What follows belongs to an exercise in optimizing a design on an open flow for small area; a production flow would make more cautious choices.
Function was checked by simulation only, so behaviour that the tests miss may differ from the original.
No activity file was given, so power comes from the tool's default toggle rates.

==> design.v <==
module ACTIVEPRO (
    input       RESET,
    input       SYS_CLOCK,                
    output reg  ACTIVE_DATA ,             
    output reg  ACTIVE_CLOCK,             
    input [511:0] ACTIVE_MESSAGE,         
    input [5:0] ACTIVE_CHANNEL,           
    input  ACTIVE_WR                      
    );
    localparam L = 513;
    reg          busy;                    
    reg          idle;                    
    reg [10:0]   cnt;                     
    reg [5:0]    X;                       
    reg [L-1:0]  ring;
    wire [L-1:0] mp;
    genvar g;
    generate
        for (g = 0; g < 512; g = g + 1) begin : perm
            assign mp[(2*g) % L] = ACTIVE_MESSAGE[g];
        end
    endgenerate
    assign mp[511] = 1'b0;
    always @ (posedge SYS_CLOCK)
        ring <= ~(({ring[L-2:0], ring[L-1]} | {L{idle}}) & (mp | {L{busy}}));
    wire [63:0] tap;
    generate
        for (g = 0; g < 64; g = g + 1) begin : taps
            assign tap[g] = ring[(16*g + 46) % L];
        end
    endgenerate
    reg [5:0] NEW_X;
    always @*
    begin
        NEW_X = 6'd63;
        for (int x = 63; x >= 1; x--)
            if (ACTIVE_MESSAGE[8*x +: 8] == 8'h0)
                NEW_X = x - 1;
    end
    wire [6:0] B = cnt[10:4];             
    wire [2:0] bitn = cnt[3:1];
    wire       last = (B == {1'b0, X});
    wire [7:0] SECOND_BYTE = {2'b01, ACTIVE_CHANNEL};
    reg        dbit;
    always @*
    begin
        if (B[6] && B[1:0] == 2'b01)       dbit = (bitn != 3'd0);
        else if (B[6] && B[1:0] == 2'b10)  dbit = SECOND_BYTE[7-bitn];
        else                               dbit = ~tap[X];
    end
    always @ (posedge SYS_CLOCK)
    begin
        cnt <= busy ? cnt + 11'd1 : {7'd125, 4'd1};
        if (!busy) X <= NEW_X;
    end
    always @ (posedge SYS_CLOCK)
    begin
        if (RESET)
        begin
            busy <= 1'b0;
            idle <= 1'b1;
            ACTIVE_CLOCK <= 1'b0;
            ACTIVE_DATA <= 1'b0;
        end
        else
        begin
            busy <= busy ? !last : ACTIVE_WR;
            idle <= idle ? !ACTIVE_WR : last;
            if (busy)
            begin
                ACTIVE_CLOCK <= !cnt[0];
                if (cnt[0]) ACTIVE_DATA <= dbit;
            end
        end
    end
endmodule
==> run.sh <==
#!/bin/bash
# synth_recipe.tcl (not shown) runs the flow's synth.tcl, then flattens the netlist and writes it again
# the make line also repeats each setting of config.mk as NAME=value (left out here)
make -C /OpenROAD-flow-scripts/flow DESIGN_CONFIG=/design/flow/config.mk WORK_HOME=/design/flow/orfs CLKGATE_MAP_FILE= SYNTH_SCRIPT=/design/flow/synth_recipe.tcl finish
==> config.mk <==
export PLATFORM = sky130hd
export DESIGN_NAME = ACTIVEPRO
export DESIGN_NICKNAME = ACTIVEPRO
export VERILOG_FILES = /design/flow/design.v
export SDC_FILE = /design/flow/constraint.sdc
export NUM_CORES = 4
export LEC_CHECK = 0
export CAP_MARGIN = 20
export CORE_MARGIN = 2
export CORE_UTILIZATION = 50
export PLACE_DENSITY = 0.6
export SLEW_MARGIN = 20
==> constraint.sdc <==
create_clock -name core_clock -period 10.0 [get_ports {SYS_CLOCK}]
set_input_delay 2.0000 -clock core_clock [delete_from_list [all_inputs] [get_ports {SYS_CLOCK}]]
set_output_delay 2.0000 -clock core_clock [all_outputs]
set_load 0.01 [all_outputs]
==> metrics.yaml, run 1 <==
outcome: "complete, no violations"
cts-root-buf: "clkbuf_16"
synth_area_leaders: "dfxtp_1, o22ai_1, nor4_1"
hp-class: "reg2reg"
synth_edf_count: 6
netlist-cell-type-count: 52
grt-ovfl-total: 0
drc_errors: 0
final_cell_count_no_fill: 2564
path_cells: "clkdlybuf4s50_1, or4_1, o211a_1, o21ai_0, a21boi_0, o2111ai_1, o2111ai_1, a211oi_1"
cp_max_fo: 2
regArea_sq_um: 10760
die_w_microns: 189.6
boundaryPins: 523
worst_pin_slew_ps: 1129
syn2layout_area_growth_pct: 41.86
crit_path_end_kind: "register"
rsz0062_at_grt: "false"
grt_pass1_wl_microns: 86510
hold_buffers: 0
fin_nets: 2592
slowest_stage: "or4_1"
final_area_sq_um: 24430
synth.most_common_cell: "dfxtp_1"
post_cts_buffers: 0
fill_cells: 2558
routed_wl_microns: 59230
critPathRequiredTime_ps: 10400
power_density_nw_per_um2: 206.3
finalCoreUtilization_pct: 72.48
grt_max_degree: 265
synth.net_count: 2131
path_delay_family: "compound AO/OA/AOI/OAI gates"
rows: 67
power_leakage_nw: 9.230
portBuffers: 522
ys_ff_latch: 534
cts_max_path_buffers: 3
dpl.hpwl_microns: 44110
netlist_area_sq_um: 17220
antenna_found_initial: 8
multi_input_area_sq_um: 5953
fmax_mhz: 246.4
peakVddDrop_uv: 138.4
dp_slack_ps: 5373
htreeDepth: 2
antenna_left: 0
dp_cells: 2463
clock-sinks: 534
hold_violations: 0
synth_seq_area_share_pct: 62.43
path_buf_inv: 1
syn_area_per_cell_sq_um: 10.70
cp_common_cell: "o2111ai_1"
skew_ps: 14.65
placed_area_sq_um: 22610
maxCapViolations: 0
max_stage_delay_ps: 570
grtUsageTotal_pct: 31.17
synth_common_cells: "dfxtp_1, o22ai_1, clkbuf_1"
fp.dieArea_sq_um: 35940
initial_core_util_pct: 51.10
critPathKind: "in2reg"
cp.arrival_ps: 4450
fin_crit_ps: 4058
die_h_microns: 189.6
routed_via_density: 6.035
dr_total_vias: 15480
async_reset_ff_share_pct: 0
clk_pin_slew_ps: 60
synthFlopType: "dfxtp_1"
synth_top_area_cell: "dfxtp_1"
fin_setup_tns_ps: 0
finalCritPeriodShare_pct: 40.58
synth_warnings: 1
drive_gt1_share_pct: 5.026
gp_congestion: 0.9370
relSlewSlack_pct: 24.72
tritoncts: "built"
grt_pass1_vias: 15330
final_max_slew_viol_count: 0
cts_made_buffers: 52
setup_ws_ps: 5942
synth_top_area_share_pct: 61.39
drt_first_pass_iters: 5
syn_inst: 1609
wl_per_cell_microns: 23.10
cp-start-kind: "primary input"
core_area_sq_um: 33700
clk_latency_ps: 560
cts_resized: 0
setup_violations: 0
drt_iter0_drc: 1115
worst paths after layout:
path,from,to,slack (ps),cells after the start
setup / recovery,ACTIVE_MESSAGE[503],X[0],5940,8
hold / removal,ring[15],ring[16],410,1
setup reg to reg,X[1],ACTIVE_DATA,6620,8
hold reg to reg,ring[15],ring[16],410,1
routing by layer:
layer / wire, microns / GRT usage (%)
met5: 13 / 0
met4: 1668 / 9.988
met3: 5126 / 7.452
met2: 28780 / 54.09
met1: 23650 / 38.29
power breakdown:
part	internal, W	total (W)	switching, W	leakage (nW)
Sequential	0.00237	0.00247	0.000105	4.50
Clock	0.00120	0.00200	0.000806	0.881
Combinational	0.000321	0.000564	0.000242	3.85
Total	0.00388	0.00504	0.00115	9.23
registers in the layout, summed over array words and instances, names as in the netlist:
register,count
ACTIVE_CLOCK,1
ACTIVE_DATA,1
X,6
busy,1
cnt,11
idle,1
ring,513
worst register-to-register path: stages (launching register included):
cell and delay, ps:
edfxtp_1 820, buf_4 380, mux4_1 590, a22o_1 240, a221oi_1 250, nor3_1 100
or3_1 360, a2111oi_2 390, a22o_1 200
cell families (layout without fill, tap and decap cells):
| group | count (synthesis) | in the layout | share of synthesized area (%) |
|---|---|---|---|
| simple gates | 313 | 313 | 9.635 |
| other cells | 0 | 7 | 0 |
| compound gates | 591 | 591 | 21.66 |
| mux | 23 | 23 | 2.442 |
| buf+inv | 132 | 632 | 2.994 |
| flops | 534 | 534 | 62.43 |
| xor+xnor | 15 | 15 | 0.7629 |
| fa+ha+maj | 1 | 1 | 0.07265 |
stage by stage:
step	hold WS (ps)	total power, W
after global placement	392.4	0.003048
final	409.3	0.005039
after detailed placement	399.4	0.003064
after floorplan	388.1	0.002726
after global routing	412.4	0.005198
after CTS	408.1	0.005039
cell usage in the layout, fill, tap and decap left out, drive strengths merged, types with 9 or more instances in the layout:
cell type and instances:
and2 9, a21oi 19, clkinv 11, nand4 14
mux4 13, nand2 92, nor4 112, mux2i 9
dfxtp 528, inv 9, clkdlybuf4s50 522, nand3 15
or4 17, o21ai 20, clkbuf 76, nor2 28
o22ai 512, xor2 11
final cells by class:
cell class,instances,area share [%]
flip-flops and latches,534,44.04
clock inverters,17,0.7786
clock buffers,76,6.485
inverters,9,0.1383
diodes,7,0.07171
multi-input cells,943,24.37
repair buffers,530,21.82
well taps,448,2.295
==> run 2: changes to the inputs <==
--- a/config.mk
+++ b/config.mk
@@ -9,4 +9,6 @@
 export CORE_MARGIN = 2
 export CORE_UTILIZATION = 50
+export CTS_BUF_LIST = sky130_fd_sc_hd__clkbuf_4 sky130_fd_sc_hd__clkbuf_8
+export CTS_CLUSTER_SIZE = 30
 export PLACE_DENSITY = 0.6
 export SLEW_MARGIN = 20
==> metrics.yaml, run 2 <==
synth.most_common_cell: "dfxtp_1"
drive_gt1_share_pct: 7.678  # +2.7 points
antenna_left: 0  # unchanged
largest_reg_flops: 513  # unchanged
cts-root-buf: "clkbuf_8"
path_buf_inv: 1  # unchanged
final_max_slew_viol_count: 0  # unchanged
async_reset_ff_share_pct: 0  # unchanged
drc_errors: 0  # unchanged
clk_pin_slew_ps: 70  # about the same
fin_setup_tns_ps: 0  # unchanged
rsz0062_at_grt: "false"
core_area_sq_um: 33700  # unchanged
gp_congestion: 0.9370  # unchanged
cp-start-kind: "primary input"
worstReg2RegStart: "X[1]"
final_cell_count_no_fill: 2620  # +2.2%
reg_top3: "ring x513, cnt x11, X x6"
post_cts_buffers: 0  # unchanged
fin_crit_ps: 3997  # -61.19 ps
setup_violations: 0  # unchanged
clk_latency_ps: 620  # +60 ps
worstHoldStart: "ring[380]"
portBuffers: 522  # unchanged
power_density_nw_per_um2: 203.6  # -1.3%
fmax_mhz: 250.2  # +1.5%
netlist-cell-type-count: 52  # unchanged
grt_pass1_vias: 15570  # +1.6%
synth_edf_count: 6  # unchanged
path_cells: "clkdlybuf4s50_1, nor4_1, nand2_1, and4_1, a211oi_1, o31ai_1, a21oi_1, a221o_1"
wl_per_cell_microns: 22.68  # -1.8%
grtUsageTotal_pct: 31.50  # +0.33 points
synth_top_area_share_pct: 61.39  # unchanged
fill_cells: 2581  # +0.90%
routed_via_density: 5.938  # -1.6%
whs_ps: 397.6  # -11.68 ps
hold_violations: 0  # unchanged
syn_area_per_cell_sq_um: 10.70  # unchanged
crit_path_end_kind: "register"
grt-ovfl-total: 0  # unchanged
grt_max_degree: 265  # unchanged
hold_buffers: 0  # unchanged
power_leakage_nw: 9.300  # +0.75%
clock-sinks: 534  # unchanged
outcome: "complete, no violations"
fp.dieArea_sq_um: 35940  # unchanged
slowest_stage: "nor4_1"
fin_nets: 2620  # +1.1%
largest_register: "ring"
cts_max_path_buffers: 3  # unchanged
finalCritPeriodShare_pct: 39.97  # -0.61 points
synth_warnings: 1  # unchanged
die_w_microns: 189.6  # unchanged
cts_made_buffers: 81  # +56%
cp.arrival_ps: 4500  # +50 ps
skew_ps: 27.31  # +12.66 ps
dpl.hpwl_microns: 44110  # unchanged
drt_first_pass_iters: 5  # unchanged
grt_pass1_wl_microns: 87190  # +0.79%
multi_input_area_sq_um: 5953  # unchanged
boundaryPins: 523  # unchanged
initial_core_util_pct: 51.10  # unchanged
rows: 67  # unchanged
routed_wl_microns: 59420  # +0.31%
final_cell_mix: "dfxtp_1, clkdlybuf4s50_1, o22ai_1"
tritoncts: "built"
drt_iter0_drc: 1143  # +2.5%
max_stage_delay_ps: 890  # +320 ps
critPathKind: "in2reg"
final_common_cell: "dfxtp_1"
synthFlopType: "dfxtp_1"
cp_max_fo: 4  # +2
syn2layout_area_growth_pct: 41.85  # about the same
die_h_microns: 189.6  # unchanged
crit_start: "ACTIVE_MESSAGE[431]"
synth.net_count: 2131  # unchanged
relSlewSlack_pct: 19.24  # -5.5 points
dp_cells: 2463  # unchanged
cts_resized: 0  # unchanged
synth_top_area_cell: "dfxtp_1"
netlist_area_sq_um: 17220  # unchanged
ys_ff_latch: 534  # unchanged
hp-class: "reg2reg"
regArea_sq_um: 10760  # unchanged
antenna_found_initial: 13  # +5
worst_pin_slew_ps: 1211  # +82.23 ps
finalCoreUtilization_pct: 72.48  # about the same
path_delay_family: "simple AND/OR/NAND/NOR gates"
synth_seq_area_share_pct: 62.43  # unchanged
maxCapViolations: 0  # unchanged
syn_inst: 1609  # unchanged
synth_common_cells: "dfxtp_1, o22ai_1, clkbuf_1"
synth_area_leaders: "dfxtp_1, o22ai_1, nor4_1"
dr_total_vias: 15560  # +0.53%
critPathRequiredTime_ps: 10500  # +100 ps
htreeDepth: 3  # +1
peakVddDrop_uv: 110.6  # -20%
[run 2: cell counts after synthesis]
Identical to the previous run, type by type.
[run 2: kinds of logic after synthesis]
logic type	after synthesis	share of synthesized area, %
compound gates	591	21.66
mux	23	2.442
fa+ha+maj	1	0.07265
simple gates	313	9.635
xor+xnor	15	0.7629
flops	534	62.43
buf+inv	132	2.994
[run 2: routing by layer]
metal	wire, microns	global-route usage (%)	vias to the layer above
met5	27	0	-
met4	1614	12.61	4
met3	5047	8.578	103
met2	28680	53.20	660
met1	24050	38.24	7446
li1	-	-	7344
[run 2: where the power goes]
group / total [W] / internal (W) / switching, W / leakage (nW)
sequential: 0.00247 / 0.00237 / 0.000105 / 4.50
combinational: 0.000560 / 0.000320 / 0.000240 / 3.84
clock: 0.00194 / 0.00110 / 0.000839 / 0.963
[run 2: path summary, 6_finish.rpt]
check,end,slack [ps],cells past startpoint
setup / recovery,X[2],6000,8
hold / removal,ring[381],400,1
setup reg to reg,ACTIVE_DATA,6630,8
hold reg to reg,ring[381],400,1
[run 2: layout make-up]
| class | count | area share (%) |
|---|---|---|
| diodes | 10 | 0.1024 |
| multi-input cells | 943 | 24.37 |
| well taps | 448 | 2.295 |
| flip-flops and latches | 534 | 44.04 |
| inverters | 9 | 0.1383 |
| repair buffers | 529 | 21.72 |
| clock inverters | 22 | 0.7684 |
| clock buffers | 125 | 6.557 |
[run 2: through the flow]
| stage | total power, W | instance area [sq um] | setup WS (ps) |
|---|---|---|---|
| floorplan | 0.002726 | 17220 | 6363 |
| global placement | 0.003048 | 22610 | 5378 |
| detailed placement | 0.003064 | 22610 | 5373 |
| CTS | 0.004982 | 24400 | 6017 |
| global route | 0.005152 | 24420 | 5919 |
| finish | 0.004972 | 24430 | 6003 |
[run 2: worst reg2reg max path, stage by stage, from the launching register on]
cell and delay (ps):
edfxtp_1 830, buf_4 370, mux4_1 580, a22o_1 240, a221oi_1 250, nor3_1 100, or3_1 360, a2111oi_2 370
a22o_1 190
==> run 3: changes to the inputs <==
--- a/config.mk
+++ b/config.mk
@@ -8,7 +8,7 @@
 export CAP_MARGIN = 20
 export CORE_MARGIN = 2
-export CORE_UTILIZATION = 50
-export CTS_BUF_LIST = sky130_fd_sc_hd__clkbuf_4 sky130_fd_sc_hd__clkbuf_8
-export CTS_CLUSTER_SIZE = 30
-export PLACE_DENSITY = 0.6
+export CORE_UTILIZATION = 75
+export CTS_BUF_LIST = sky130_fd_sc_hd__clkbuf_4
+export CTS_CLUSTER_SIZE = 20
+export PLACE_DENSITY = 0.85
 export SLEW_MARGIN = 20
==> metrics.yaml, run 3 <==
netlist-cell-type-count: 52  # unchanged
initial_core_util_pct: 76.29  # +25 points
synth_area_leaders: "dfxtp_1, o22ai_1, nor4_1"
boundaryPins: 523  # unchanged
syn_area_per_cell_sq_um: 10.70  # unchanged
outcome: "aborted with a tool error"
async_reset_ff_share_pct: 0  # unchanged
rows: 55  # -18%
netlist_area_sq_um: 17220  # unchanged
synth.most_common_cell: "dfxtp_1"
die_h_microns: 155.5  # -18%
die_w_microns: 155.5  # -18%
synth_common_cells: "dfxtp_1, o22ai_1, clkbuf_1"
lastStage: "global placement (3_3_place_gp)"
synth_warnings: 1  # unchanged
synth_edf_count: 6  # unchanged
synth_seq_area_share_pct: 62.43  # unchanged
synth.net_count: 2131  # unchanged
portBuffers: 522  # unchanged
synthFlopType: "dfxtp_1"
tool.error: "[ERROR GPL-0301] Utilization 104.841 % exceeds 100%."
synth_top_area_cell: "dfxtp_1"
syn_inst: 1609  # unchanged
synth_top_area_share_pct: 61.39  # unchanged
ys_ff_latch: 534  # unchanged
run 3: cell counts after synthesis:
No cell type changed its count.
run 3: cell families after synthesis:
family | after synthesis | synth area share [%]
AO/OA/AOI/OAI | 591 | 21.66
XOR/XNOR | 15 | 0.7629
adder cells (fa/ha/maj) | 1 | 0.07265
buffers and inverters | 132 | 2.994
flip-flops | 534 | 62.43
multiplexers | 23 | 2.442
AND/OR/NAND/NOR | 313 | 9.635
==> run 4: changes to the inputs <==
==> flow/run.sh (new file) <==
#!/bin/bash
# Standard layout, with the port buffers made from the smallest buffer cell.
set -euo pipefail
export BUFFER_PORTS_ARGS="-buffer_cell sky130_fd_sc_hd__buf_1"
bash standard.sh finish > standard_flow.log 2>&1
==> standard.sh (new file) <==
#!/bin/bash
# synth_recipe.tcl (not shown) runs the flow's synth.tcl, then flattens the netlist and writes it again
# the make line also repeats each setting of config.mk as NAME=value (left out here)
make -C /OpenROAD-flow-scripts/flow DESIGN_CONFIG=/design/flow/config.mk WORK_HOME=/design/flow/orfs CLKGATE_MAP_FILE= SYNTH_SCRIPT=/design/flow/synth_recipe.tcl "${@:-finish}"
--- a/config.mk
+++ b/config.mk
@@ -8,7 +8,5 @@
 export CAP_MARGIN = 20
 export CORE_MARGIN = 2
-export CORE_UTILIZATION = 75
-export CTS_BUF_LIST = sky130_fd_sc_hd__clkbuf_4
-export CTS_CLUSTER_SIZE = 20
-export PLACE_DENSITY = 0.85
+export CORE_UTILIZATION = 50
+export PLACE_DENSITY = 0.6
 export SLEW_MARGIN = 20
removed: run.sh
==> metrics.yaml, run 4 <==
outcome: "complete, no violations"
antenna_found_initial: 7
worst_r2r_path_depth: 8
synth_top_area_cell: "dfxtp_1"
cp_max_fo: 4
final_common_cell: "dfxtp_1"
maxCapViolations: 0
rrSetupSlack_ps: 6750
r2r-end: "ACTIVE_DATA"
grt-ovfl-total: 0
die_w_microns: 189.6  # +22%
final_cell_count_no_fill: 2562
hold_depth: 1
routed_wl_microns: 56760
portBuffers: 522  # unchanged
syn_inst: 1609  # unchanged
largest_register: "ring"
grt_pass1_wl_microns: 83600
antenna_left: 0
fmax_mhz: 261.1
netlist-cell-type-count: 52  # unchanged
clk_latency_ps: 580
cts-root-buf: "clkbuf_16"
slowest_stage: "nor4_1"
max_stage_delay_ps: 990
clk_pin_slew_ps: 60
fin_nets: 2590
die_h_microns: 189.6  # +22%
hp-class: "reg2reg"
hold_buffers: 0
routed_via_density: 5.956
htreeDepth: 2
rsz0062_at_grt: "false"
critPathRequiredTime_ps: 10440
initial_core_util_pct: 51.10  # -25 points
fp.dieArea_sq_um: 35940
fin_crit_ps: 3830
dpl.hpwl_microns: 42030
synth_warnings: 1  # unchanged
finalCritPeriodShare_pct: 38.30
final_cell_mix: "dfxtp_1, buf_1, o22ai_1"
synth_area_leaders: "dfxtp_1, o22ai_1, nor4_1"
path_delay_family: "simple AND/OR/NAND/NOR gates"
grtUsageTotal_pct: 30.08
dp_cells: 2462
boundaryPins: 523  # unchanged
cp-start-kind: "primary input"
synth_edf_count: 6  # unchanged
skew_ps: 15.07
fin_setup_tns_ps: 0
critPathKind: "in2reg"
grt_max_degree: 246
netlist_area_sq_um: 17220  # unchanged
largest_reg_flops: 513
relSlewSlack_pct: 18.96
drc_errors: 0
synth_seq_area_share_pct: 62.43  # unchanged
synthFlopType: "dfxtp_1"
rows: 67  # +22%
cp.arrival_ps: 4270
worstReg2RegStart: "X[1]"
syn_area_per_cell_sq_um: 10.70  # unchanged
drive_gt1_share_pct: 4.836
worst_pin_slew_ps: 1216
hold_violations: 0
tritoncts: "built"
power_leakage_nw: 7.777
core_area_sq_um: 33700
synth.most_common_cell: "dfxtp_1"
synth_top_area_share_pct: 61.39  # unchanged
grt_pass1_vias: 14760
path_cells: "buf_1, nor4_1, nand2_1, and4_1, a211oi_1, o31ai_1, a21oi_1, a221o_1"
power_density_nw_per_um2: 231.3
ys_ff_latch: 534  # unchanged
path_buf_inv: 1
clock-sinks: 534
wl_per_cell_microns: 22.15
cts_max_path_buffers: 3
async_reset_ff_share_pct: 0  # unchanged
peakVddDrop_uv: 150.9
cts_resized: 0
setup_violations: 0
hold_end: "ring[173]"
crit_path_end_kind: "register"
reg_top3: "ring x513, cnt x11, X x6"
gp_congestion: 0.9209
post_cts_buffers: 0
synth_common_cells: "dfxtp_1, o22ai_1, clkbuf_1"
syn2layout_area_growth_pct: 22.55
cts_made_buffers: 52
worstHoldStart: "ring[172]"
synth.net_count: 2131  # unchanged
dr_total_vias: 15260
drt_iter0_drc: 1092
final_max_slew_viol_count: 0
drt_first_pass_iters: 5
run 4: worst max path at each step:
| stage | startpoint | end | slack (ps) | cells after the start |
|---|---|---|---|---|
| floorplan | ACTIVE_MESSAGE[499] | X[0] | 6360 | 7 |
| global placement | ACTIVE_MESSAGE[431] | X[2] | 5750 | 8 |
| detailed placement | ACTIVE_MESSAGE[431] | X[2] | 5680 | 8 |
| CTS | ACTIVE_MESSAGE[431] | X[2] | 6280 | 8 |
| global route | ACTIVE_MESSAGE[431] | X[2] | 6180 | 8 |
| finish | ACTIVE_MESSAGE[431] | X[2] | 6170 | 8 |
run 4: through the flow:
step                worst slack (ps)  instance area, sq um  hold slack (ps)  power [W]  util, %
floorplan                       6363                 17220            388.1   0.002726        -
global placement                5746                 19350            392.5   0.002919    57.41
detailed placement              5683                 19350            397.6   0.002930    57.41
CTS                             6282                 21090            406.0   0.004892    62.58
global route                    6180                 21100            417.0   0.005047    62.61
finish                          6170                 21100            403.6   0.004880    62.62
run 4: layout make-up:
class / instances / area, sq um
clock inverters: 18 / 196.4
inverters: 9 / 33.78
multi-input cells: 943 / 5953
diodes: 5 / 12.51
repair buffers: 528 / 2042
clock buffers: 77 / 1546
flip-flops and latches: 534 / 10760
fillers: 2923 / 12600
well taps: 448 / 560.5
run 4: power breakdown:
| group | total, W | internal (W) | leakage, nW | switching (W) |
|---|---|---|---|---|
| clock network | 0.00198 | 0.00117 | 0.867 | 0.000814 |
| logic | 0.000424 | 0.000186 | 2.41 | 0.000239 |
| registers | 0.00247 | 0.00237 | 4.50 | 0.000104 |
| total | 0.00488 | 0.00372 | 7.78 | 0.00116 |
run 4: cell families (layout without fill, tap and decap cells):
| logic type | count (synthesis) | after routing | synth area share, % |
|---|---|---|---|
| AOI/OAI and AO/OA | 591 | 591 | 21.66 |
| DFF | 534 | 534 | 62.43 |
| and+or+nand+nor | 313 | 313 | 9.635 |
| buffers and inverters | 132 | 632 | 2.994 |
| muxes | 23 | 23 | 2.442 |
| xor gates and xnor gates | 15 | 15 | 0.7629 |
| adders and majority gates | 1 | 1 | 0.07265 |
| other | 0 | 5 | 0 |
run 4: metal layers:
metal	part of all wire, %	global-route usage, %	vias to the layer above
met5	0.041	0	-
met4	2.6	9.481	4
met3	8.0	6.788	96
met2	48	50.52	656
met1	41	38.66	7254
li1	-	-	7250
==> run 5: changes to the inputs <==
--- a/design.v
+++ b/design.v
@@ -30,14 +30,24 @@
         end
     endgenerate
-    reg [5:0] NEW_X;
-    always @*
-    begin
-        NEW_X = 6'd63;
-        for (int x = 63; x >= 1; x--)
-            if (ACTIVE_MESSAGE[8*x +: 8] == 8'h0)
-                NEW_X = x - 1;
-    end
     wire [6:0] B = cnt[10:4];             
     wire [2:0] bitn = cnt[3:1];
+    wire [31:0] det;
+    generate
+        for (g = 0; g < 32; g = g + 1) begin : dets
+            localparam integer Q = (16*(2*g+2) + 2*(g % 8)) % L;
+            assign det[g] = &{ring[(Q+14) % L], ring[(Q+12) % L], ring[(Q+10) % L], ring[(Q+8) % L],
+                              ring[(Q+6) % L],  ring[(Q+4) % L],  ring[(Q+2) % L],  ring[Q]};
+        end
+    endgenerate
+    wire       search = B[6] & (B[1] ^ B[0]) & cnt[0];    
+    wire [3:0] hit;
+    generate
+        for (g = 0; g < 4; g = g + 1) begin : hits
+            assign hit[g] = det[8*g + bitn];
+        end
+    endgenerate
+    wire [1:0] a = hit[0] ? 2'd0 : hit[1] ? 2'd1 : hit[2] ? 2'd2 : 2'd3;
+    wire [5:0] cand = {a, bitn, ~B[1]};
+    wire       take = search & (|hit) & (cand < X);
     wire       last = (B == {1'b0, X});
     wire [7:0] SECOND_BYTE = {2'b01, ACTIVE_CHANNEL};
@@ -52,5 +62,6 @@
     begin
         cnt <= busy ? cnt + 11'd1 : {7'd125, 4'd1};
-        if (!busy) X <= NEW_X;
+        if (!busy)     X <= 6'd63;
+        else if (take) X <= cand;
     end
     always @ (posedge SYS_CLOCK)
--- a/config.mk
+++ b/config.mk
@@ -9,4 +9,7 @@
 export CORE_MARGIN = 2
 export CORE_UTILIZATION = 50
+export CTS_BUF_LIST = sky130_fd_sc_hd__clkbuf_16
+export CTS_CLUSTER_DIAMETER = 60
+export CTS_CLUSTER_SIZE = 36
 export PLACE_DENSITY = 0.6
 export SLEW_MARGIN = 20
==> metrics.yaml, run 5 <==
outcome: "complete, no violations"
worst_r2r_path_depth: 10  # +2
dr_total_vias: 13410  # -12%
synthFlopType: "dfxtp_1"
hp-class: "reg2reg"
grt_most_used_layer: "met2"
core_area_sq_um: 32370  # -3.9%
synth_edf_count: 0  # -6
skew_ps: 27.48  # +12.41 ps
final_cell_mix: "dfxtp_1, buf_1, o22ai_1"
cts_max_path_buffers: 3  # unchanged
cp.arrival_ps: 3800  # -470 ps
fmax_mhz: 289.2  # +11%
peakVddDrop_uv: 146.9  # -2.6%
clk_pin_slew_ps: 90  # +30 ps
hold_buffers: 0  # unchanged
die_w_microns: 184.6  # -2.6%
rsz0062_at_grt: "false"
fin_nets: 2400  # -7.3%
r2r-end: "X[0]"
crit_path_end_kind: "register"
routed_via_density: 5.705  # -4.2%
netlist_area_sq_um: 16310  # -5.3%
reg_top3: "ring x513, cnt x11, X x6"
power_leakage_nw: 7.013  # -9.8%
cp_max_fo: 17  # +13
power.share.sequential_pct: 56.3  # +5.7 points
synth.net_count: 1960  # -8.0%
cp_common_cell: "nor4_1"
critPathKind: "reg2reg"
worst_pin_slew_ps: 1191  # -24.66 ps
slowest_stage: "dfxtp_1"
path_cells: "clkinv_2, nor4_1, nor4_1, o311ai_1, nor2_1, ha_1, nor3_1, o211ai_1, a21oi_1, a31oi_1"
grt_max_degree: 242  # -1.6%
use_met2_pct: 46.39  # -4.1 points
initial_core_util_pct: 50.40  # -0.70 points
boundaryPins: 523  # unchanged
drive_gt1_share_pct: 5.119  # +0.28 points
rrSetupSlack_ps: 6540  # -210 ps
tritoncts: "built"
routed_wl_microns: 49640  # -13%
finalPower_w: 0.004443  # -9.0%
synth_top_area_share_pct: 65.53  # +4.1 points
drt_first_pass_iters: 7  # +2
die_h_microns: 184.6  # -2.6%
hold_violations: 0  # unchanged
finalCritPeriodShare_pct: 34.58  # -3.7 points
final_max_slew_viol_count: 0  # unchanged
largest_register: "ring"
power_density_nw_per_um2: 225.7  # -2.4%
maxCapViolations: 0  # unchanged
setup_violations: 0  # unchanged
grt_pass1_vias: 12790  # -13%
syn_inst: 1430  # -11%
antenna_found_initial: 9  # +2
dpl.hpwl_microns: 35320  # -16%
use_met1_pct: 33.03  # -5.6 points
fill_cells: 2898  # -0.86%
cp-start-kind: "register"
grtUsageTotal_pct: 27.47  # -2.6 points
syn_area_per_cell_sq_um: 11.41  # +6.6%
clk_latency_ps: 540  # -40 ps
gp_congestion: 0.8287  # -10%
htreeDepth: 2  # unchanged
syn2layout_area_growth_pct: 20.66
critPathRequiredTime_ps: 10340  # -100 ps
final_common_cell: "dfxtp_1"
cts-root-buf: "clkbuf_16"
antenna_left: 0  # unchanged
p_int_w: 0.003301  # -11%
grt-ovfl-total: 0  # unchanged
synth_area_leaders: "dfxtp_1, o22ai_1, mux4_2"
rows: 66  # -1.5%
fin_setup_tns_ps: 0  # unchanged
max_stage_delay_ps: 850  # -140 ps
synth_warnings: 1  # unchanged
power.switching_w: 0.001142  # -1.3%
post_cts_buffers: 0  # unchanged
synth.most_common_cell: "dfxtp_1"
synth_seq_area_share_pct: 65.53  # +3.1 points
wl_per_cell_microns: 21.12  # -4.6%
combPwrFrac_pct: 8.9  # +0.2 points
grt_pass1_wl_microns: 71960  # -14%
hold_depth: 1  # unchanged
power_frac_clock_pct: 34.8  # -5.9 points
portBuffers: 522  # unchanged
worstHoldStart: "ring[386]"
synth_top_area_cell: "dfxtp_1"
cts_made_buffers: 34  # -35%
worstReg2RegStart: "cnt[3]"
fin_crit_ps: 3458  # -371.4 ps
whs_ps: 410.3  # +6.684 ps
swShare_pct: 25.71  # +2.0 points
async_reset_ff_share_pct: 0  # unchanged
grtUsageMet3_pct: 7.390  # +0.60 points
synth_common_cells: "dfxtp_1, o22ai_1, clkbuf_1"
hold_end: "ring[387]"
ys_ff_latch: 534  # unchanged
fp.dieArea_sq_um: 34090  # -5.1%
cts_resized: 0  # unchanged
drc_errors: 0  # unchanged
clock-sinks: 534  # unchanged
relSlewSlack_pct: 20.61  # +1.6 points
drt_iter0_drc: 888  # -19%
netlist-cell-type-count: 46  # -12%
largest_reg_flops: 513  # unchanged
-- run 5: cell types whose count changed in the layout (fill, tap and decap cells not counted), moves of 11 or more --
cell	change
clkbuf_8	-13
nor3_1	+24
nand2_1	-73
nor4_1	-97
nor2_1	-18
clkbuf_16	-16
mux4_2	+13
nand4_1	+51
o21ai_0	-14
a21oi_1	-12
or4_1	-16
clkbuf_1	-11
-- run 5: per-layer routing --
layer / up-vias / routed length (microns)
li1: 6508 / -
met3: 92 / 4043
met5: - / 0
met2: 499 / 24160
met4: 0 / 1669
met1: 6308 / 19760
-- run 5: layout make-up --
cell class                 instances  area (sq um)  share of cell area [%]
inverter                          12         46.29                  0.2352
tap                              442         553.0                   2.809
antenna                           13         32.53                  0.1653
sequential                       534         10700                   54.36
clock buffer                      37         925.9                   4.703
multi-input combinational        757          5065                   25.73
timing repair buffer             531          2072                   10.53
clock inverter                    24         290.3                   1.475
-- run 5: worst max path at each step --
stage | startpoint | end | slack (ps) | cells after the start
after detailed placement | ACTIVE_CHANNEL[1] | ACTIVE_DATA | 6040 | 6
after CTS | cnt[1] | X[0] | 6180 | 10
after floorplan | ACTIVE_CHANNEL[0] | ACTIVE_DATA | 6790 | 5
after global placement | ACTIVE_CHANNEL[1] | ACTIVE_DATA | 6030 | 6
after global routing | cnt[3] | X[0] | 6230 | 10
final | cnt[3] | X[0] | 6540 | 10
-- run 5: through the flow --
step | setup slack, ps | cells | utilization (%) | cell area (sq um)
after floorplan | 6791 | 1430 | - | 16310
after global placement | 6033 | 2275 | 56.86 | 18410
after detailed placement | 6036 | 2275 | 56.86 | 18410
after CTS | 6180 | 2336 | 60.62 | 19620
after global routing | 6229 | 2343 | 60.76 | 19670
final | 6542 | 2350 | 60.81 | 19690
-- run 5: power groups by stage --
stage / logic [W] / registers (W) / clock network [W]
after global routing: 0.000437 / 0.00252 / 0.00166
after detailed placement: 0.000391 / 0.00254 / 0
final: 0.000397 / 0.00250 / 0.00155
after global placement: 0.000381 / 0.00254 / 0
after floorplan: 0.000275 / 0.00248 / 0
after CTS: 0.000393 / 0.00250 / 0.00158
-- run 5: critical path: cells and delay by family (launching register included) --
family | cells | cell delay [ps]
buffers and inverters | 1 | 380
AOI/OAI and AO/OA | 4 | 910
adders and majority gates | 1 | 210
and+or+nand+nor | 4 | 920
DFF | 1 | 850
-- run 5: logic make-up after synthesis --
kind of cell             after synthesis  synth area share, %
buffers and inverters                139                3.428
flip-flops                           534                65.53
XOR/XNOR                              13               0.6979
adder cells (fa/ha/maj)                9               0.6902
AND/OR/NAND/NOR                      162                5.530
multiplexers                          20                2.684
AO/OA/AOI/OAI                        553                21.44
==> run 6: changes to the inputs <==
--- a/config.mk
+++ b/config.mk
@@ -9,7 +9,4 @@
 export CORE_MARGIN = 2
 export CORE_UTILIZATION = 50
-export CTS_BUF_LIST = sky130_fd_sc_hd__clkbuf_16
-export CTS_CLUSTER_DIAMETER = 60
-export CTS_CLUSTER_SIZE = 36
 export PLACE_DENSITY = 0.6
 export SLEW_MARGIN = 20
==> metrics.yaml, run 6 <==
clk_pin_slew_ps: 60  # -30 ps
fin_nets: 2417  # +0.71%
critPathRequiredTime_ps: 10380  # +40 ps
grt_max_degree: 242  # unchanged
finalCoreUtilization_pct: 62.42  # +1.6 points
combPwrFrac_pct: 8.1  # -0.8 points
htreeDepth: 2  # unchanged
post_cts_buffers: 0  # unchanged
path_cells: "clkinv_2, nor4_1, nor4_1, o311ai_1, nor2_1, ha_1, nor3_1, o211ai_1, a21oi_1, a31oi_1"
portBuffers: 522  # unchanged
drive_gt1_share_pct: 6.376  # +1.3 points
cts_made_buffers: 52  # +53%
reg_top3: "ring x513, cnt x11, X x6"
p_int_w: 0.003750  # +14%
final_max_slew_viol_count: 0  # unchanged
tritoncts: "built"
async_reset_ff_share_pct: 0  # unchanged
largest_reg_flops: 513  # unchanged
gp_congestion: 0.8287  # unchanged
synth_top_area_cell: "dfxtp_1"
syn2layout_area_growth_pct: 23.86
grt-ovfl-total: 0  # unchanged
power_frac_clock_pct: 40.9  # +6.1 points
swShare_pct: 23.55  # -2.2 points
rsz0062_at_grt: "false"
skew_ps: 18.21  # -9.272 ps
wl_per_cell_microns: 21.21  # +0.40%
fmax_mhz: 286.1  # -1.1%
critPathKind: "reg2reg"
worstReg2RegStart: "cnt[3]"
hp-class: "reg2reg"
synthFlopType: "dfxtp_1"
outcome: "complete, no violations"
drt_first_pass_iters: 5  # -2
grt_pass1_wl_microns: 73660  # +2.4%
antenna_left: 0  # unchanged
crit_path_end_kind: "register"
antenna_found_initial: 9  # unchanged
relSlewSlack_pct: 21.20  # +0.60 points
drc_errors: 0  # unchanged
initial_core_util_pct: 50.40  # unchanged
dr_total_vias: 13510  # +0.79%
cp-start-kind: "register"
ys_ff_latch: 534  # unchanged
routed_via_density: 5.671  # -0.61%
fin_crit_ps: 3495  # +36.74 ps
routed_wl_microns: 50540  # +1.8%
rows: 66  # unchanged
clock-sinks: 534  # unchanged
setup_violations: 0  # unchanged
hold_buffers: 0  # unchanged
die_h_microns: 184.6  # unchanged
slowest_stage: "dfxtp_1"
crit_start: "cnt[3]"
syn_inst: 1430  # unchanged
hold_violations: 0  # unchanged
grtUsageTotal_pct: 28.02  # +0.56 points
core_area_sq_um: 32370  # unchanged
fin_setup_tns_ps: 0  # unchanged
synth_edf_count: 0  # unchanged
boundaryPins: 523  # unchanged
synth_area_leaders: "dfxtp_1, o22ai_1, mux4_2"
max_stage_delay_ps: 840  # about the same
finalPower_w: 0.004905  # +10%
cp_max_fo: 17  # unchanged
die_w_microns: 184.6  # unchanged
fp.dieArea_sq_um: 34090  # unchanged
power_density_nw_per_um2: 242.7  # +7.5%
path_delay_family: "simple AND/OR/NAND/NOR gates"
netlist-cell-type-count: 46  # unchanged
synth_warnings: 1  # unchanged
synth_top_area_share_pct: 65.53  # unchanged
cts_resized: 0  # unchanged
worst_pin_slew_ps: 1182  # -8.975 ps
final_common_cell: "dfxtp_1"
largest_register: "ring"
cts_max_path_buffers: 3  # unchanged
grt_pass1_vias: 13080  # +2.3%
synth_common_cells: "dfxtp_1, o22ai_1, clkbuf_1"
cts-root-buf: "clkbuf_16"
dpl.hpwl_microns: 35320  # unchanged
cp.arrival_ps: 3880  # +80 ps
cp_common_cell: "nor4_1"
final_cell_mix: "dfxtp_1, buf_1, o22ai_1"
clk_latency_ps: 570  # +30 ps
path_buf_inv: 1  # unchanged
power.switching_w: 0.001155  # +1.1%
synth.net_count: 1960  # unchanged
drt_iter0_drc: 903  # +1.7%
peakVddDrop_uv: 183.8  # +25%
maxCapViolations: 0  # unchanged
fill_cells: 2850  # -1.7%
power_leakage_nw: 7.288  # +3.9%
synth.most_common_cell: "dfxtp_1"
synth_seq_area_share_pct: 65.53  # unchanged
syn_area_per_cell_sq_um: 11.41  # unchanged
power.share.sequential_pct: 51.0  # -5.3 points
worstHoldStart: "ring[118]"
netlist_area_sq_um: 16310  # unchanged
finalCritPeriodShare_pct: 34.95  # +0.37 points
[run 6: cell counts after synthesis]
No cell type changed its count.
[run 6: worst paths after layout]
check / cells after the start / endpoint / slack [ps]
worst max-delay path: 10 / X[0] / 6510
worst min-delay path: 1 / ring[119] / 410
worst max register to register: 10 / X[0] / 6510
worst min register to register: 1 / ring[119] / 410
[run 6: kinds of logic (layout without fill, tap and decap cells)]
kind of cell / after synthesis / count (layout) / share of synthesized area (%)
XOR/XNOR: 13 / 13 / 0.6979
other: 0 / 12 / 0
AO/OA/AOI/OAI: 553 / 553 / 21.44
adder cells (fa/ha/maj): 9 / 9 / 0.6902
multiplexers: 20 / 20 / 2.684
flip-flops: 534 / 534 / 65.53
AND/OR/NAND/NOR: 162 / 162 / 5.530
buffers and inverters: 139 / 638 / 3.428
[run 6: per-layer routing]
metal	wire length (microns)	vias up	part of all wire (%)	global-route usage, %
li1	-	6545	-	-
met1	20310	6369	40	33.61
met2	24920	500	49	47.94
met3	3808	99	7.5	7.370
met4	1500	0	3.0	11.17
met5	0	-	0	0
[run 6: area by class of cell]
class | instances | area, sq um | share of cell area [%]
Tap cell | 442 | 553.0 | 2.737
Clock buffer | 73 | 1491 | 7.381
Clock inverter | 23 | 276.5 | 1.368
Sequential cell | 534 | 10700 | 52.95
Antenna cell | 12 | 30.03 | 0.1486
Multi-Input combinational cell | 757 | 5065 | 25.07
Timing Repair Buffer | 530 | 2044 | 10.12
Inverter | 12 | 46.29 | 0.2291
[run 6: worst reg2reg max path: stages, from the launching register on]
cell and delay (ps):
dfxtp_1 840, clkinv_2 380, nor4_1 450, nor4_1 90, o311ai_1 180, nor2_1 160
ha_1 220, nor3_1 240, o211ai_1 180, a21oi_1 400, a31oi_1 170
[run 6: metrics by stage]
stage	cells	cell area, sq um	hold WS (ps)	setup WS (ps)
3_5_place_dp	2275	18410	405.0	6036
2_1_floorplan	1430	16310	398.9	6791
5_1_grt	2378	20190	414.3	6245
6_report	2383	20210	408.4	6505
4_1_cts	2371	20180	410.5	6178
3_3_place_gp	2275	18410	399.2	6033
[run 6: power by group through the flow]
stage,sequential [W],combinational (W),clock (W)
after CTS,0.00250,0.000394,0.00203
after global placement,0.00254,0.000381,0
final,0.00250,0.000396,0.00201
after detailed placement,0.00254,0.000391,0
after global routing,0.00253,0.000436,0.00212
after floorplan,0.00248,0.000275,0
==> run 7: changes to the inputs <==
--- a/config.mk
+++ b/config.mk
@@ -9,4 +9,7 @@
 export CORE_MARGIN = 2
 export CORE_UTILIZATION = 50
+export CTS_BUF_LIST = sky130_fd_sc_hd__clkbuf_16
+export CTS_CLUSTER_DIAMETER = 80
+export CTS_CLUSTER_SIZE = 30
 export PLACE_DENSITY = 0.6
 export SLEW_MARGIN = 20
==> metrics.yaml, run 7 <==
outcome: "complete, no violations"
path_buf_inv: 1  # unchanged
syn_inst: 1430  # unchanged
synth_seq_area_share_pct: 65.53  # unchanged
hold_buffers: 0  # unchanged
synth_area_leaders: "dfxtp_1, o22ai_1, mux4_2"
reg_top3: "ring x513, cnt x11, X x6"
async_reset_ff_share_pct: 0  # unchanged
synth_common_cells: "dfxtp_1, o22ai_1, clkbuf_1"
final_max_slew_viol_count: 0  # unchanged
clock-sinks: 534  # unchanged
whs_ps: 417.9  # +9.518 ps
antenna_found_initial: 9  # unchanged
hp-class: "reg2reg"
initial_core_util_pct: 50.40  # unchanged
power_frac_clock_pct: 27.0  # -14 points
combPwrFrac_pct: 10.0  # +1.9 points
cts_max_path_buffers: 3  # unchanged
drt_iter0_drc: 842  # -6.8%
p_int_w: 0.002978  # -21%
fmax_mhz: 286.5  # +0.13%
largest_reg_flops: 513  # unchanged
grt_pass1_vias: 12530  # -4.2%
core_area_sq_um: 32370  # unchanged
hold_depth: 1  # unchanged
die_w_microns: 184.6  # unchanged
post_cts_buffers: 0  # unchanged
wl_per_cell_microns: 21.29  # +0.40%
worstReg2RegStart: "cnt[3]"
skew_ps: 19.77  # +1.567 ps
clk_pin_slew_ps: 110  # +50 ps
synth_top_area_cell: "dfxtp_1"
r2r-end: "X[0]"
power_leakage_nw: 6.724  # -7.7%
worst-path-stages: 10  # unchanged
fin_setup_tns_ps: 0  # unchanged
htreeDepth: 1  # -1
finalCritPeriodShare_pct: 34.90  # -0.045 points
critPathKind: "reg2reg"
crit_end: "X[0]"
final_cell_count_no_fill: 2315  # -2.9%
rrSetupSlack_ps: 6510  # about the same
rows: 66  # unchanged
netlist-cell-type-count: 46  # unchanged
netlist_area_sq_um: 16310  # unchanged
syn2layout_area_growth_pct: 17.01
die_h_microns: 184.6  # unchanged
grt_pass1_wl_microns: 71100  # -3.5%
dr_total_vias: 13200  # -2.3%
swShare_pct: 24.88  # +1.3 points
crit_start: "cnt[3]"
cp_max_fo: 17  # unchanged
drive_gt1_share_pct: 3.545  # -2.8 points
power_density_nw_per_um2: 207.7  # -14%
crit_path_end_kind: "register"
cp_common_cell: "nor4_1"
dpl.hpwl_microns: 35320  # unchanged
synth.net_count: 1960  # unchanged
power.share.sequential_pct: 63.0  # +12 points
gp_congestion: 0.8287  # unchanged
critPathRequiredTime_ps: 10380  # about the same
clk_latency_ps: 550  # -20 ps
final_common_cell: "dfxtp_1"
cp-start-kind: "register"
synth.most_common_cell: "dfxtp_1"
drt_first_pass_iters: 6  # +1
fin_nets: 2388  # -1.2%
antenna_left: 0  # unchanged
maxCapViolations: 0  # unchanged
hold_violations: 0  # unchanged
slowest_stage: "dfxtp_1"
relSlewSlack_pct: 24.84  # +3.6 points
setup_violations: 0  # unchanged
final_cell_mix: "dfxtp_1, buf_1, o22ai_1"
drc_errors: 0  # unchanged
synthFlopType: "dfxtp_1"
fp.dieArea_sq_um: 34090  # unchanged
cts_resized: 0  # unchanged
largest_register: "ring"
fill_cells: 2962  # +3.9%
power.switching_w: 0.0009865  # -15%
path_delay_family: "simple AND/OR/NAND/NOR gates"
boundaryPins: 523  # unchanged
rsz0062_at_grt: "false"
synth_edf_count: 0  # unchanged
grtUsageTotal_pct: 27.06  # -0.96 points
grt-ovfl-total: 0  # unchanged
ys_ff_latch: 534  # unchanged
syn_area_per_cell_sq_um: 11.41  # unchanged
worst_pin_slew_ps: 1127  # -54.57 ps
tritoncts: "built"
cts_made_buffers: 22  # -58%
routed_via_density: 5.701  # +0.54%
grt_max_degree: 242  # unchanged
portBuffers: 522  # unchanged
peakVddDrop_uv: 163.6  # -11%
path_cells: "clkinv_2, nor4_1, nor4_1, o311ai_1, nor2_1, ha_1, nor3_1, o211ai_1, a21oi_1, a31oi_1"
cts-root-buf: "clkbuf_16"
synth_warnings: 1  # unchanged
synth_top_area_share_pct: 65.53  # unchanged
max_stage_delay_ps: 850  # about the same
cp.arrival_ps: 3870  # about the same
dp_cells: 2275  # unchanged
routed_wl_microns: 49290  # -2.5%
worst_r2r_path_depth: 10  # unchanged
fin_crit_ps: 3490  # -4.510 ps
run 7: cell counts after synthesis:
No cell type changed its count.
run 7: metal layers:
metal / wire length, microns / GRT usage, % / vias up / share of wire, %
met5: 0 / 0 / - / 0
met4: 1582 / 10.10 / 0 / 3.2
met3: 3749 / 7.014 / 73 / 7.6
met2: 24050 / 46.11 / 421 / 49
met1: 19910 / 32.97 / 6257 / 40
li1: - / - / 6447 / -
run 7: worst min-delay path by stage:
stage | slack [ps] | start | endpoint
floorplan | 400 | ring[512] | ring[0]
CTS | 420 | ring[149] | ring[150]
finish | 420 | ring[306] | ring[307]
global route | 430 | ring[262] | ring[263]
detailed placement | 400 | ring[81] | ring[82]
global placement | 400 | ring[311] | ring[312]
run 7: metrics by stage:
stage	worst slack, ps	power (W)	area, sq um	utilization (%)
detailed placement	6036	0.002935	18410	56.86
global placement	6033	0.002921	18410	56.86
finish	6510	0.003965	19090	58.97
floorplan	6791	0.002756	16310	-
CTS	6212	0.003981	19030	58.80
global route	6251	0.004126	19080	58.93
run 7: cell families after synthesis:
group	count (synthesis)	synth area share [%]
AOI/OAI and AO/OA	553	21.44
adders and majority gates	9	0.6902
muxes	20	2.684
and+or+nand+nor	162	5.530
buffers and inverters	139	3.428
xor gates and xnor gates	13	0.6979
DFF	534	65.53
run 7: power groups by stage:
stage                     Combinational (W)  Clock [W]  Sequential (W)
after floorplan                    0.000275          0         0.00248
after global placement             0.000381          0         0.00254
after CTS                          0.000393    0.00109         0.00250
final                              0.000396    0.00107         0.00250
after detailed placement           0.000391          0         0.00254
after global routing               0.000437    0.00117         0.00252
run 7: final cells by class:
type / count / area (sq um) / share of cell area, %
inverter: 12 / 46.29 / 0.2425
antenna: 11 / 27.53 / 0.1442
tap: 442 / 553.0 / 2.897
clock inverter: 5 / 50.05 / 0.2622
clock buffer: 23 / 575.6 / 3.015
sequential: 534 / 10700 / 56.05
timing repair buffer: 531 / 2072 / 10.85
multi-input combinational: 757 / 5065 / 26.53
==> run 8: changes to the inputs <==
--- a/config.mk
+++ b/config.mk
@@ -6,10 +6,10 @@
 export NUM_CORES = 4
 export LEC_CHECK = 0
-export CAP_MARGIN = 20
+export CAP_MARGIN = 0
 export CORE_MARGIN = 2
 export CORE_UTILIZATION = 50
 export CTS_BUF_LIST = sky130_fd_sc_hd__clkbuf_16
 export CTS_CLUSTER_DIAMETER = 80
-export CTS_CLUSTER_SIZE = 30
+export CTS_CLUSTER_SIZE = 32
 export PLACE_DENSITY = 0.6
-export SLEW_MARGIN = 20
+export SLEW_MARGIN = 0
==> metrics.yaml, run 8 <==
final_common_cell: "dfxtp_1"
syn_area_per_cell_sq_um: 11.41  # unchanged
gp_congestion: 0.8287  # unchanged
relSlewSlack_pct: 21.87  # -3.0 points
grt_pass1_wl_microns: 71260  # +0.22%
crit_start: "cnt[1]"
tritoncts: "built"
clk_latency_ps: 550  # about the same
htreeDepth: 1  # unchanged
netlist_area_sq_um: 16310  # unchanged
rsz0062_at_grt: "false"
post_cts_buffers: 0  # unchanged
netlist-cell-type-count: 46  # unchanged
hold_violations: 0  # unchanged
drt_iter0_drc: 956  # +14%
cp-start-kind: "register"
fin_setup_tns_ps: 0  # unchanged
dr_total_vias: 13220  # +0.15%
reg_top3: "ring x513, cnt x11, X x6"
drt_first_pass_iters: 5  # -1
final_cell_mix: "dfxtp_1, buf_1, o22ai_1"
final_cell_count_no_fill: 2311  # -0.17%
max_stage_delay_ps: 1110  # +260 ps
cts_max_path_buffers: 3  # unchanged
rows: 66  # unchanged
largest_register: "ring"
power.switching_w: 0.0009895  # +0.31%
core_area_sq_um: 32370  # unchanged
crit_end: "X[0]"
worst_r2r_path_depth: 10  # unchanged
die_w_microns: 184.6  # unchanged
hold_buffers: 0  # unchanged
synth_top_area_share_pct: 65.53  # unchanged
cp.arrival_ps: 4310  # +440 ps
routed_wl_microns: 49370  # +0.15%
cts_made_buffers: 21  # -4.5%
synth.net_count: 1960  # unchanged
final_area_sq_um: 19010  # -0.40%
async_reset_ff_share_pct: 0  # unchanged
swShare_pct: 25.14  # +0.26 points
setup_violations: 0  # unchanged
fin_nets: 2386  # -0.084%
critPathRequiredTime_ps: 10390  # about the same
grt_pass1_vias: 12480  # -0.35%
drc_errors: 0  # unchanged
skew_ps: 25.26  # +5.489 ps
grtUsageTotal_pct: 27.11  # +0.054 points
die_h_microns: 184.6  # unchanged
dp_cells: 2275  # unchanged
fin_crit_ps: 3922  # +431.8 ps
syn2layout_area_growth_pct: 16.54
fill_cells: 2973  # +0.37%
maxCapViolations: 0  # unchanged
dpl.hpwl_microns: 35320  # unchanged
synth_common_cells: "dfxtp_1, o22ai_1, clkbuf_1"
power.share.sequential_pct: 63.5  # +0.5 points
clock-sinks: 534  # unchanged
synthFlopType: "dfxtp_1"
synth.most_common_cell: "dfxtp_1"
initial_core_util_pct: 50.40  # unchanged
portBuffers: 522  # unchanged
power_density_nw_per_um2: 207.0  # -0.32%
worst_pin_slew_ps: 1170  # +43.05 ps
routed_via_density: 5.720  # +0.32%
peakVddDrop_uv: 147.5  # -9.8%
boundaryPins: 523  # unchanged
worstReg2RegStart: "cnt[1]"
fmax_mhz: 255.0  # -11%
synth_seq_area_share_pct: 65.53  # unchanged
slowest_stage: "dfxtp_1"
wl_per_cell_microns: 21.36  # +0.33%
power_leakage_nw: 6.691  # -0.48%
grt_max_degree: 242  # unchanged
outcome: "complete, no violations"
critPathKind: "reg2reg"
combPwrFrac_pct: 10.0  # about the same
finalCritPeriodShare_pct: 39.22  # +4.3 points
antenna_found_initial: 9  # unchanged
synth_top_area_cell: "dfxtp_1"
crit_path_end_kind: "register"
path_cells: "inv_1, nor3_1, nor2_1, o311ai_1, nor2_1, ha_1, nor3_1, o211ai_1, a21oi_1, a31oi_1"
cts-root-buf: "clkbuf_16"
cp_max_fo: 21  # +4
r2r-end: "X[0]"
ys_ff_latch: 534  # unchanged
cts_resized: 0  # unchanged
synth_edf_count: 0  # unchanged
p_int_w: 0.002947  # -1.1%
synth_area_leaders: "dfxtp_1, o22ai_1, mux4_2"
syn_inst: 1430  # unchanged
power_frac_clock_pct: 26.5  # -0.5 points
hp-class: "reg2reg"
largest_reg_flops: 513  # unchanged
antenna_left: 0  # unchanged
rrSetupSlack_ps: 6080  # -430 ps
final_max_slew_viol_count: 0  # unchanged
clk_pin_slew_ps: 120  # about the same
synth_warnings: 1  # unchanged
drive_gt1_share_pct: 3.281  # -0.26 points
fp.dieArea_sq_um: 34090  # unchanged
placed_area_sq_um: 18410  # unchanged
grt-ovfl-total: 0  # unchanged
run 8: cell count changes in the layout (fill, tap and decap cells not counted):
cell / delta
buf_16: -1
clkbuf_16: -2
clkinv_2: -1
clkinv_8: -1
dfxtp_1: +1
dfxtp_2: -1
diode_2: -1
inv_1: +1
inv_16: +1
inv_6: -1
inv_8: +1
run 8: worst min-delay path by stage:
stage          cells after the start         to  slack, ps      start
2_1_floorplan                      1    ring[0]        400  ring[512]
3_3_place_gp                       1  ring[312]        400  ring[311]
3_5_place_dp                       1   ring[82]        400   ring[81]
4_1_cts                            1    ring[5]        410    ring[4]
5_1_grt                            1  ring[263]        430  ring[262]
6_report                           1    ring[5]        420    ring[4]
run 8: logic make-up after synthesis:
logic type,Yosys count,share of synthesized area (%)
adder cells (fa/ha/maj),9,0.6902
XOR/XNOR,13,0.6979
flip-flops,534,65.53
multiplexers,20,2.684
AND/OR/NAND/NOR,162,5.530
buffers and inverters,139,3.428
AO/OA/AOI/OAI,553,21.44
run 8: power groups by stage:
stage / Combinational (W) / Sequential [W] / Clock [W]
floorplan: 0.000275 / 0.00248 / 0
global placement: 0.000381 / 0.00254 / 0
detailed placement: 0.000391 / 0.00254 / 0
CTS: 0.000393 / 0.00250 / 0.00106
global route: 0.000434 / 0.00252 / 0.00114
finish: 0.000394 / 0.00250 / 0.00104
run 8: area by class of cell:
type / instances / area (sq um) / share of cell area, %
multi-input combinational: 757 / 5065 / 26.64
antenna: 10 / 25.02 / 0.1316
tap: 442 / 553.0 / 2.909
clock buffer: 21 / 525.5 / 2.764
clock inverter: 5 / 55.05 / 0.2896
timing repair buffer: 530 / 2044 / 10.75
inverter: 12 / 46.29 / 0.2435
sequential: 534 / 10700 / 56.27
run 8: critical path, delay by kind of cell (launching register included):
kind                     cells  cell delay, ps
flip-flops                   1            1110
AND/OR/NAND/NOR              4             750
buffers and inverters        1             440
adder cells (fa/ha/maj)      1             220
AO/OA/AOI/OAI                4            1230
run 8: metrics by stage:
stage	hold slack, ps	utilization (%)	setup WS, ps	total power, W
after floorplan	398.9	-	6791	0.002756
after global placement	399.2	56.86	6033	0.002921
after detailed placement	405.0	56.86	6036	0.002935
after CTS	413.0	58.66	6186	0.003953
after global routing	427.4	58.70	5859	0.004099
final	415.9	58.74	6078	0.003936
run 8: per-layer routing:
metal	track usage (%)	vias up	wire length [microns]
li1	-	6434	-
met1	33.15	6271	19780
met2	46.69	451	24340
met3	6.837	62	3970
met4	9.079	0	1275
met5	0	-	0
==> run 9: changes to the inputs <==
--- a/config.mk
+++ b/config.mk
@@ -11,5 +11,5 @@
 export CTS_BUF_LIST = sky130_fd_sc_hd__clkbuf_16
 export CTS_CLUSTER_DIAMETER = 80
-export CTS_CLUSTER_SIZE = 32
+export CTS_CLUSTER_SIZE = 30
 export PLACE_DENSITY = 0.6
 export SLEW_MARGIN = 0
==> metrics.yaml, run 9 <==
outcome: "complete, no violations"
dp_cells: 2275  # unchanged
hold_buffers: 0  # unchanged
portBuffers: 522  # unchanged
initial_core_util_pct: 50.40  # unchanged
dr_total_vias: 13220  # -0.0076%
cp.arrival_ps: 4190  # -120 ps
synthSimpleGateAreaFrac_pct: 5.530  # unchanged
cts_max_path_buffers: 3  # unchanged
power.switching_w: 0.0009842  # -0.53%
core_area_sq_um: 32370  # unchanged
async_reset_ff_share_pct: 0  # unchanged
fp.dieArea_sq_um: 34090  # unchanged
crit_end: "X[0]"
critPathRequiredTime_ps: 10370  # -20 ps
worst_pin_slew_ps: 1201  # +30.99 ps
antenna_found_initial: 9  # unchanged
swShare_pct: 24.85  # -0.29 points
post_cts_buffers: 0  # unchanged
synth_xor_area_share_pct: 0.6979  # unchanged
grtUsageTotal_pct: 27.06  # -0.054 points
boundaryPins: 523  # unchanged
rsz0062_at_grt: "false"
yosys.area_share.adder_pct: 0.6902  # unchanged
fin_nets: 2387  # +0.042%
synthMuxAreaShare_pct: 2.684  # unchanged
final_common_cell: "dfxtp_1"
clk_latency_ps: 550  # about the same
synth_common_cells: "dfxtp_1, o22ai_1, clkbuf_1"
peakVddDrop_uv: 163.9  # +11%
largest_reg_flops: 513  # unchanged
hold_violations: 0  # unchanged
synthFlopType: "dfxtp_1"
cp-start-kind: "register"
r2r-end: "X[0]"
worst_r2r_path_depth: 10  # unchanged
worstReg2RegStart: "cnt[1]"
fmax_mhz: 261.5  # +2.6%
clock-sinks: 534  # unchanged
antenna_left: 0  # unchanged
htreeDepth: 1  # unchanged
combPwrFrac_pct: 9.9  # about the same
routed_via_density: 5.712  # -0.14%
synth_top_area_cell: "dfxtp_1"
fin_setup_tns_ps: 0  # unchanged
clk_pin_slew_ps: 110  # about the same
grt_pass1_vias: 12530  # +0.35%
synth_edf_count: 0  # unchanged
synth_seq_area_share_pct: 65.53  # unchanged
p_int_w: 0.002977  # +1.0%
skew_ps: 20.65  # -4.613 ps
syn2layout_area_growth_pct: 16.83
die_h_microns: 184.6  # unchanged
fill_cells: 2965  # -0.27%
maxCapViolations: 0  # unchanged
wl_per_cell_microns: 21.27  # -0.42%
grt-ovfl-total: 0  # unchanged
grt_max_degree: 242  # unchanged
setup_violations: 0  # unchanged
cts-root-buf: "clkbuf_16"
routed_wl_microns: 49220  # -0.30%
synth.most_common_cell: "dfxtp_1"
ys_ff_latch: 534  # unchanged
largest_register: "ring"
cp_max_fo: 21  # unchanged
final_cell_mix: "dfxtp_1, buf_1, o22ai_1"
final_max_slew_viol_count: 0  # unchanged
cts_resized: 0  # unchanged
syn_area_per_cell_sq_um: 11.41  # unchanged
syn_inst: 1430  # unchanged
power.share.sequential_pct: 63.1  # -0.4 points
netlist_area_sq_um: 16310  # unchanged
finalCritPeriodShare_pct: 38.24  # -0.98 points
drt_first_pass_iters: 5  # unchanged
netlist-cell-type-count: 46  # unchanged
drive_gt1_share_pct: 3.439  # +0.16 points
dpl.hpwl_microns: 35320  # unchanged
synth.net_count: 1960  # unchanged
hp-class: "reg2reg"
rrSetupSlack_ps: 6180  # +100 ps
grt_pass1_wl_microns: 71100  # -0.22%
power_leakage_nw: 6.710  # +0.28%
reg_top3: "ring x513, cnt x11, X x6"
final_cell_count_no_fill: 2314  # +0.13%
relSlewSlack_pct: 19.91  # -2.0 points
fin_crit_ps: 3824  # -98.01 ps
drt_iter0_drc: 857  # -10%
synth_compound_area_share_pct: 21.44  # unchanged
gp_congestion: 0.8287  # unchanged
synth_top_family_by_area: "compound AO/OA/AOI/OAI gates"
cts_made_buffers: 22  # +4.8%
rows: 66  # unchanged
crit_path_end_kind: "register"
power_density_nw_per_um2: 207.8  # +0.38%
synth_top_area_share_pct: 65.53  # unchanged
synth_area_leaders: "dfxtp_1, o22ai_1, mux4_2"
die_w_microns: 184.6  # unchanged
drc_errors: 0  # unchanged
crit_start: "cnt[1]"
critPathKind: "reg2reg"
synth_warnings: 1  # unchanged
power_frac_clock_pct: 27.0  # +0.5 points
tritoncts: "built"
[run 9: area by class of cell]
class	count	area [sq um]	area share, %
Tap cell	442	553.0	2.901
Clock buffer	23	575.6	3.020
Clock inverter	5	50.05	0.2626
Multi-Input combinational cell	757	5065	26.57
Inverter	12	46.29	0.2429
Timing Repair Buffer	530	2044	10.73
Antenna cell	11	27.53	0.1444
Sequential cell	534	10700	56.13
[run 9: logic make-up after synthesis]
group | Yosys count
buffers and inverters | 139
muxes | 20
xor gates and xnor gates | 13
AOI/OAI and AO/OA | 553
adders and majority gates | 9
DFF | 534
and+or+nand+nor | 162
[run 9: power by group through the flow]
stage	registers [W]	clock network, W	logic, W
floorplan	0.00248	0	0.000275
global placement	0.00254	0	0.000381
detailed placement	0.00254	0	0.000391
CTS	0.00250	0.00109	0.000393
global route	0.00252	0.00117	0.000435
finish	0.00250	0.00107	0.000394
[run 9: metal layers]
metal  routed length, microns  share of wire (%)  vias to the layer above  global-route usage (%)
met5                        0                  0                        -                       0
met4                     1597                3.2                        0                   10.10
met3                     3739                7.6                       73                   7.014
met2                    24130                 49                      450                   46.11
met1                    19750                 40                     6244                   32.97
li1                         -                  -                     6450                       -
[run 9: how the worst min path moves through the flow]
stage / to / slack, ps / depth (start not counted) / startpoint
2_1_floorplan: ring[0] / 400 / 1 / ring[512]
3_3_place_gp: ring[312] / 400 / 1 / ring[311]
3_5_place_dp: ring[82] / 400 / 1 / ring[81]
4_1_cts: ring[150] / 420 / 1 / ring[149]
5_1_grt: ring[263] / 430 / 1 / ring[262]
6_report: ring[453] / 420 / 1 / ring[452]
[run 9: worst max-delay path, stage by stage (launching register included)]
cell and delay (ps):
dfxtp_1 1090, inv_1 410, nor3_1 270, nor2_1 70
o311ai_1 460, nor2_1 150, ha_1 210, nor3_1 240
o211ai_1 180, a21oi_1 400, a31oi_1 170
[run 9: through the flow]
step	setup WS (ps)	util, %	hold WS, ps	cell area (sq um)	power (W)
after detailed placement	6036	56.86	405.0	18410	0.002935
final	6176	58.88	419.6	19060	0.003961
after global placement	6033	56.86	399.2	18410	0.002921
after CTS	6212	58.80	421.9	19030	0.003981
after floorplan	6791	-	398.9	16310	0.002756
after global routing	5888	58.84	427.0	19050	0.004124

re-timing with driven ports:
How much do the figures lean on ideal ports? The routed layouts below were timed once more, with nothing changed but the port constraints. Step 1 (the two cells are an assumption about what drives the block):
set clk [get_ports {SYS_CLOCK}]
set_driving_cell -lib_cell sky130_fd_sc_hd__clkbuf_16 $clk
set_driving_cell -lib_cell sky130_fd_sc_hd__buf_2 [delete_from_list [all_inputs] $clk]
Step 2 adds t to the input delays and takes it off the output delays; t is the mean of the earliest and latest rising clock arrival at the registers after step 1. Input paths then give back, and output paths get back, about the clock's delay inside the block. Slacks: no drivers / after step 1 / after step 2; pairs: no drivers / after step 1.
| run | t (ns) | setup WS [ns] | hold WS [ns] | latest minus earliest clock arrival (ns) | cell pins on the clock port's net |
|---|---|---|---|---|---|
| run 1 | 0.607 | 5.942 / 5.963 / 5.356 | 0.409 / 0.409 / 0.409 | 0.017 / 0.018 | 1 |
| run 2 | 0.659 | 6.003 / 6.028 / 5.370 | 0.398 / 0.398 / 0.398 | 0.028 / 0.027 | 1 |
| run 4 | 0.619 | 6.170 / 6.199 / 5.581 | 0.404 / 0.404 / 0.404 | 0.016 / 0.017 | 1 |
| run 5 | 0.585 | 6.542 / 6.542 / 6.041 | 0.410 / 0.410 / 0.410 | 0.030 / 0.030 | 1 |
| run 6 | 0.615 | 6.505 / 6.505 / 6.094 | 0.408 / 0.408 / 0.408 | 0.019 / 0.018 | 1 |
| run 7 | 0.595 | 6.510 / 6.510 / 6.125 | 0.418 / 0.418 / 0.418 | 0.024 / 0.023 | 1 |
| run 8 | 0.599 | 6.078 / 6.078 / 6.078 | 0.416 / 0.416 / 0.416 | 0.028 / 0.027 | 1 |
| run 9 | 0.595 | 6.176 / 6.176 / 6.092 | 0.420 / 0.420 / 0.420 | 0.025 / 0.025 | 1 |
After both steps setup and hold are still met in every run listed. For run 2, which loses most, drivers alone change the setup slack by +0.025 ns; drivers and shift together by -0.633 ns.
